Background: an optimization exercise with open tools, aiming at a short achievable clock period and few clock cycles. Do not read the settings as production practice. The RTL was checked by simulation tests, not by an equivalence proof against the original design. Power and IR drop assume default switching activity.

<file path="config.mk">
export PLATFORM = sky130hd
export DESIGN_NAME = Pipelined_HazardD
export DESIGN_NICKNAME = Pipelined_HazardD
export VERILOG_FILES = /design/flow/design.v
export SDC_FILE = /design/flow/constraint.sdc
export NUM_CORES = 4
export LEC_CHECK = 0
export ABC_CLOCK_PERIOD_IN_PS = 3000
export CAP_MARGIN = 20
export CORE_MARGIN = 2
export CORE_UTILIZATION = 40
export SETUP_SLACK_MARGIN = 5
export SLEW_MARGIN = 20
</file>
<file path="constraint.sdc">
create_clock -name core_clock -period 11.0 [get_ports {clk}]
set_input_delay 2.2000 -clock core_clock [delete_from_list [all_inputs] [get_ports {clk}]]
set_output_delay 2.2000 -clock core_clock [all_outputs]
set_load 0.01 [all_outputs]
</file>
<file path="design.v">
`timescale 1ns / 1ps
module Pipelined_HazardD(
    input clk, reset,
    output [63:0] imem_addr,
    input  [31:0] imem_rdata,
    output [63:0] dmem_addr,
    output [63:0] dmem_wdata,
    output dmem_we,
    input  [63:0] dmem_rdata
);
localparam BTB_BITS = 4;
localparam BTB_N    = 1 << BTB_BITS;
reg  [9:0]  pc;
reg         id_valid;
reg  [31:0] ir;
reg  [9:0]  id_pc;
reg         id_pred;
reg         ex_valid, ex_pred, ex_btb;
reg         ex_regwrite, ex_load, ex_store, ex_br;
reg         ex_beq, ex_bne, ex_bge;
reg         ex_op_add, ex_op_sub, ex_op_and, ex_op_or, ex_op_sll;
reg  [4:0]  ex_rd;
reg  [63:0] ex_a, ex_b, ex_sd;
reg  [5:0]  ex_sh;
reg  [9:0]  ex_target, ex_pc1, ex_pc;
reg  [2:0]  ex_cidx;
reg         mem_regwrite, mem_load, mem_we;
reg  [4:0]  mem_rd;
reg  [63:0] mem_result, mem_wdata;
reg         wb_regwrite;
reg  [4:0]  wb_rd;
reg  [63:0] wb_val;
reg  [63:0] rf [1:31];
reg  [BTB_N-1:0] btb_valid;
reg  [9-BTB_BITS:0] btb_tag [0:BTB_N-1];
reg  [9:0]  btb_tgt [0:BTB_N-1];
reg         upd_en, upd_set;
reg  [9:0]  upd_pc, upd_tgt;
reg  [1:0]  bctr [0:5];
reg         cupd_en, cupd_taken;
reg  [2:0]  cupd_idx;
assign imem_addr  = {52'd0, pc, 2'b00};
assign dmem_addr  = mem_result;
assign dmem_wdata = mem_wdata;
assign dmem_we    = mem_we;
wire [BTB_BITS-1:0] f_idx = pc[BTB_BITS-1:0];
wire        btb_hit = btb_valid[f_idx] && (btb_tag[f_idx] == pc[9:BTB_BITS]);
wire [9:0]  pred_pc = btb_hit ? btb_tgt[f_idx] : pc + 10'd1;
wire [6:0] op  = ir[6:0];
wire [4:0] rd  = ir[11:7];
wire [2:0] f3  = ir[14:12];
wire [4:0] rs1 = ir[19:15];
wire [4:0] rs2 = ir[24:20];
wire is_r  = (op == 7'b0110011);
wire is_i  = (op == 7'b0010011);
wire is_ld = (op == 7'b0000011);
wire is_st = (op == 7'b0100011);
wire is_br = (op == 7'b1100011);
wire uses_rs2 = is_r | is_st | is_br;
wire b_reg    = is_r | is_br;           
wire d_regwrite = (is_r | is_i | is_ld) && (rd != 5'd0);
wire d_sub = (is_r && ir[30] && f3 == 3'b000);
wire d_and = (is_r && f3 == 3'b111);
wire d_or  = (is_r && f3 == 3'b110);
wire d_sll = (is_i && f3 == 3'b001);
wire d_add = !(d_sub | d_and | d_or | d_sll);
wire [11:0] d_imm = is_st ? {ir[31:25], ir[11:7]} : ir[31:20];
wire [63:0] imm64 = {{52{d_imm[11]}}, d_imm};
wire [9:0]  br_off    = {ir[7], ir[30:25], ir[11:9]};
wire [9:0]  id_target = id_pc + br_off;
wire [63:0] rf_r1 = (rs1 == 5'd0) ? 64'd0 :
                    (wb_regwrite && wb_rd == rs1) ? wb_val : rf[rs1];
wire [63:0] rf_r2 = (rs2 == 5'd0) ? 64'd0 :
                    (wb_regwrite && wb_rd == rs2) ? wb_val : rf[rs2];
wire fa_ex  = ex_regwrite  && (ex_rd  == rs1);
wire fa_mem = mem_regwrite && (mem_rd == rs1) && !fa_ex;
wire fb_ex  = ex_regwrite  && (ex_rd  == rs2);
wire fb_mem = mem_regwrite && (mem_rd == rs2) && !fb_ex;
wire stall = id_valid && ex_load && ex_regwrite &&
             ((ex_rd == rs1) || (uses_rs2 && ex_rd == rs2));
wire [2:0] cnum = (f3 == 3'b101) ? {2'b10, ir[31]} :
                  (f3 == 3'b001) ? {2'b01, ir[31]} : {2'b00, ir[31]};
wire       bctr_taken = bctr[cnum][1];
wire [63:0] sum  = ex_a + ex_b;
wire [63:0] diff = ex_a - ex_b;
wire [63:0] shl  = ex_a << ex_sh;
wire [63:0] result = ({64{ex_op_add}} & sum) |
                     ({64{ex_op_sub}} & diff) |
                     ({64{ex_op_and}} & (ex_a & ex_b)) |
                     ({64{ex_op_or}}  & (ex_a | ex_b)) |
                     ({64{ex_op_sll}} & shl);
wire eq = (ex_a == ex_b);
wire lt = ($signed(ex_a) < $signed(ex_b));
wire taken   = ex_br && ((ex_beq && eq) || (ex_bne && !eq) || (ex_bge && !lt));
wire mispred = ex_valid && (taken != ex_pred);
wire [9:0] redirect_pc = taken ? ex_target : ex_pc1;
wire id_redirect = id_valid && is_br && !id_pred && bctr_taken && !stall;
wire [63:0] mem_val = mem_load ? dmem_rdata : mem_result;
wire [63:0] fwd_a  = fa_ex ? result : fa_mem ? mem_val : rf_r1;
wire [63:0] fwd_b  = fb_ex ? result : fb_mem ? mem_val : rf_r2;
always @(posedge clk) begin
    if (reset)
        pc <= 10'd0;
    else if (mispred)
        pc <= redirect_pc;
    else if (id_redirect)
        pc <= id_target;
    else if (!stall)
        pc <= pred_pc;
    if (reset || mispred || id_redirect)
        id_valid <= 1'b0;
    else if (!stall)
        id_valid <= 1'b1;
    if (!stall) begin
        ir      <= imem_rdata;
        id_pc   <= pc;
        id_pred <= btb_hit;
    end
    if (reset || mispred || stall || !id_valid) begin
        ex_valid    <= 1'b0;
        ex_pred     <= 1'b0;
        ex_btb      <= 1'b0;
        ex_regwrite <= 1'b0;
        ex_load     <= 1'b0;
        ex_store    <= 1'b0;
        ex_br       <= 1'b0;
    end else begin
        ex_valid    <= 1'b1;
        ex_pred     <= id_pred | id_redirect;
        ex_btb      <= id_pred;
        ex_regwrite <= d_regwrite;
        ex_load     <= is_ld;
        ex_store    <= is_st;
        ex_br       <= is_br;
    end
    ex_beq    <= (f3 == 3'b000);
    ex_bne    <= (f3 == 3'b001);
    ex_bge    <= (f3 == 3'b101);
    ex_op_add <= d_add;
    ex_op_sub <= d_sub;
    ex_op_and <= d_and;
    ex_op_or  <= d_or;
    ex_op_sll <= d_sll;
    ex_rd     <= rd;
    ex_a      <= fwd_a;
    ex_b      <= b_reg ? fwd_b : imm64;
    ex_sd     <= fwd_b;
    ex_sh     <= ir[25:20];
    ex_target <= id_target;
    ex_pc1    <= id_pc + 10'd1;
    ex_pc     <= id_pc;
    ex_cidx   <= cnum;
    mem_regwrite <= !reset && ex_regwrite;
    mem_load     <= ex_load;
    mem_we       <= !reset && ex_store;
    mem_rd       <= ex_rd;
    mem_result   <= result;
    mem_wdata    <= ex_sd;
    wb_regwrite <= !reset && mem_regwrite;
    wb_rd       <= mem_rd;
    wb_val      <= mem_val;
    if (wb_regwrite)
        rf[wb_rd] <= wb_val;
    cupd_en    <= !reset && ex_br;
    cupd_taken <= taken;
    cupd_idx   <= ex_cidx;
    if (reset) begin
        bctr[0] <= 2'b01; bctr[1] <= 2'b10;
        bctr[2] <= 2'b01; bctr[3] <= 2'b10;
        bctr[4] <= 2'b01; bctr[5] <= 2'b10;
    end else if (cupd_en) begin
        if (cupd_taken && bctr[cupd_idx] != 2'b11)
            bctr[cupd_idx] <= bctr[cupd_idx] + 2'b01;
        else if (!cupd_taken && bctr[cupd_idx] != 2'b00)
            bctr[cupd_idx] <= bctr[cupd_idx] - 2'b01;
    end
    upd_en  <= !reset && ex_br && (taken != ex_btb);
    upd_set <= taken;
    upd_pc  <= ex_pc;
    upd_tgt <= ex_target;
    if (reset)
        btb_valid <= {BTB_N{1'b0}};
    else if (upd_en)
        btb_valid[upd_pc[BTB_BITS-1:0]] <= upd_set;
    if (upd_en) begin
        btb_tag[upd_pc[BTB_BITS-1:0]] <= upd_pc[9:BTB_BITS];
        btb_tgt[upd_pc[BTB_BITS-1:0]] <= upd_tgt;
    end
end
endmodule
</file>
<file path="run.sh">
#!/bin/bash
# synth_recipe.tcl (not shown) runs the flow's synth.tcl, then flattens the netlist and writes it again
# the make line also repeats each setting of config.mk as NAME=value (left out here)
make -C /OpenROAD-flow-scripts/flow DESIGN_CONFIG=/design/flow/config.mk WORK_HOME=/design/flow/orfs CLKGATE_MAP_FILE= SYNTH_SCRIPT=/design/flow/synth_recipe.tcl finish
</file>
==> qor.txt <==
Synth Flop Type - edfxtp_1
register area share after synthesis - 58.2%
Worst Reg-to-Reg Cells - 13
syn_area_per_cell - 15.6 um^2
Initial Utilization - 40.2%
fmax - 0.170 GHz
Core ar. - 340,000 um^2
Post-DRT Antenna Nets - 0
Setup crit start kind - register
asr flop ratio synth - 0%
multi-input logic area - 53,700 um^2
Post-CTS Setup Bufs - 0
hold_ws - 322 ps
die height - 588 um
setup TNS - 0 ps
Clock Latency Late Sink - 900 ps
DR vias - 89,600
IO buf count - 236
class of the worst hold path - reg2reg
Max H-tree Level - 5
row count - 214
Post-CTS Hold Buffers - 0
clk sinks - 2,821
Syn. warnings - 1
final setup fails - 0
# IOs - 291
Slew Limit Fails - 0
Reg area - 79,600 um^2
most frequent cells in the layout - edfxtp_1, mux4_2, a21oi_1
Initial DRT Pass Iterations - 7
synth top area cells - edfxtp_1, mux4_2, dfxtp_1, mux2i_1, ha_1
CTS max path bufs - 4
post-layout instance area - 155,000 um^2
CTS root buffer - clkbuf_16
Syn Std Cell Area - 137,000 um^2
CP Data Required Time - 11,770 ps
TritonCTS Buffers - 302
CTS tree - built
Post-synth EDFFs - 2,299
initial antenna violation count - 46
cell taking the most area after synthesis - edfxtp_1
pwr dens - 183 nW/um^2
grt ovf - 0
Final min period - 5880 ps
Clk pin slew, worst setup/hold paths - 70 ps
Slew headroom - 7.86%
DRC Markers - 0
clk_skew - 59.0 ps
most common cell after layout, fill and taps aside - edfxtp_1
Die Wd - 588 um
pin count of the biggest net entering global routing - 155
leak pwr - 52.4 nW
final hold vios - 0
CTS resizes - 0
Final nets - 9,253
first-pass GRT wire length - 705,000 um
VDD IR max - 0.117 mV
Netlist cell types - 87
FILL cells - 29,200
layout cells sized above 1 - 24.2%
max cap viols - 0
GRT Util Overall - 28.9%
Vias/cell - 6.53
routability congestion estimate - 1.03
area grow syn2layout - 13.2%
Synth top area share - 50.5%
vias in the first global route - 87,000
Die Area - 346,000 um^2
post-DP HPWL - 327,000 um
Post-DP Area - 145,000 um^2
Worst Path Max Fanout - 13
Worst-Margin Slew - 1370 ps
result of the run - timing/DRC/antenna clean
flops & latches, synth - 2,821
hold path cells - 0
RSZ-0062 raised after global routing - no
final wirelength - 512,000 um
Syn Inst Count - 8,780
wire length per cell - 37.3 um
CP Capture Type - register
WS Path Type - reg2reg
Arr. time, crit path - 6650 ps
drt first-iter violations - 13,500
part of the cycle the worst path needs - 53.5%
## through the flow
stage	worst slack (ps)	utilization, %	instances	power (mW)
global route	5110	45.5	13700	29.0
floorplan	6740	-	8833	15.5
finish	5120	45.5	13700	28.3
detailed placement	5330	42.6	13200	17.9
CTS	5320	45.5	13700	28.2
global placement	5260	42.6	13200	17.8
## cell type report
| type | instances | share of cell area [%] |
|---|---|---|
| flip-flops and latches | 2821 | 51.4 |
| clock inverters | 146 | 1.04 |
| well taps | 4536 | 3.67 |
| multi-input cells | 4981 | 34.7 |
| diodes | 14 | 0.0226 |
| inverters | 344 | 0.835 |
| clock buffers | 388 | 5.37 |
| repair buffers | 489 | 2.91 |
## cell usage after synthesis, drive strengths merged (14+ instances only)
library cell	n
a211o	19
a211oi	74
a21o	67
a21oi	507
a221o	35
a221oi	30
a22oi	25
a2bb2oi	18
a31oi	26
and2	21
and3	24
buf	268
clkbuf	419
dfxtp	522
edfxtp	2299
ha	213
inv	341
mux2	53
mux2i	404
mux4	1286
nand2	430
nand2b	32
nand3	74
nand4	37
nor2	546
nor2b	29
nor3	71
nor4	41
o211ai	36
o21a	56
o21ai	255
o21bai	37
o221a	14
o221ai	81
o22ai	96
o31ai	40
or2	14
xnor2	40
xor2	35
## power by group
group          leakage, nW  total (mW)  internal [mW]  switching, mW
logic                 22.4        4.21           1.51           2.70
clock network         4.87        10.4           6.09           4.34
registers             25.1        13.6           12.6           1.07
## worst paths after layout
kind / start / slack [ps] / endpoint
max: ex_a[20]$_DFF_P_ / 5120 / ex_b[47]$_DFF_P_
min: ex_sd[55]$_DFF_P_ / 320 / mem_wdata[55]$_DFF_P_
max reg2reg: ex_a[20]$_DFF_P_ / 5120 / ex_b[47]$_DFF_P_
min reg2reg: ex_sd[55]$_DFF_P_ / 320 / mem_wdata[55]$_DFF_P_
## flip-flops by register name, indices dropped and copies added (netlist names), 64 cells and up, named ones only
name	count
mem_wdata	64
ex_b	64
mem_result	64
btb_tag	96
btb_tgt	160
ex_sd	64
rf	1984
ex_a	64
wb_val	64
## critical path: stages, from the launching register on
cell,delay [ps]
dfxtp_1,540
inv_1,90
ha_1,560
inv_1,200
a21oi_1,280
o311ai_0,210
a2111oi_0,1120
o31ai_1,160
buf_4,240
o21ai_0,940
o21ai_0,410
xnor2_1,220
a211o_1,420
a221o_1,370
## cell families after synthesis
| logic type | count (synthesis) | synth area share, % |
|---|---|---|
| xor gates and xnor gates | 75 | 0.481 |
| DFF | 2821 | 58.2 |
| other | 1 | 0.00274 |
| adders and majority gates | 216 | 1.99 |
| buffers and inverters | 1031 | 3.07 |
| AOI/OAI and AO/OA | 1530 | 7.27 |
| muxes | 1743 | 24.6 |
| and+or+nand+nor | 1363 | 4.37 |
## per-layer routing
layer | vias to the layer above | part of all wire, % | GRT usage [%]
met5 | - | 0.020 | 0
met4 | 16 | 4.1 | 10.4
met3 | 922 | 11 | 6.36
met2 | 5801 | 45 | 43.9
met1 | 47400 | 40 | 41.0
li1 | 35500 | - | -
Testbench counts, summed over its fixed seeds: cycles 48,440.

-- afterwards: timing with drivers on the ports --
The results above use ideal ports. As a check the final layout listed here was re-extracted and re-timed, cells and wires unchanged.
Step 1: set_driving_cell puts a clkbuf_16 on clk and a buf_2 on each other input, an assumption about the parent block.
Step 2 moves the port delays by t, midway between the first and last clock arrival at a register: inputs arrive t later, outputs are due t later. That takes back most of the time a late clock gives input paths.
Slacks: ideal / step 1 / step 2; pairs: ideal / step 1.
t, ns: 0.988
setup WS [ns]: 5.120 / 5.120 / 5.120
worst setup path at the end: register to register
After both steps this run still meets setup and hold. The setup slack of this run moves by 0.000 ns with the drivers and by 0.000 ns with both steps.
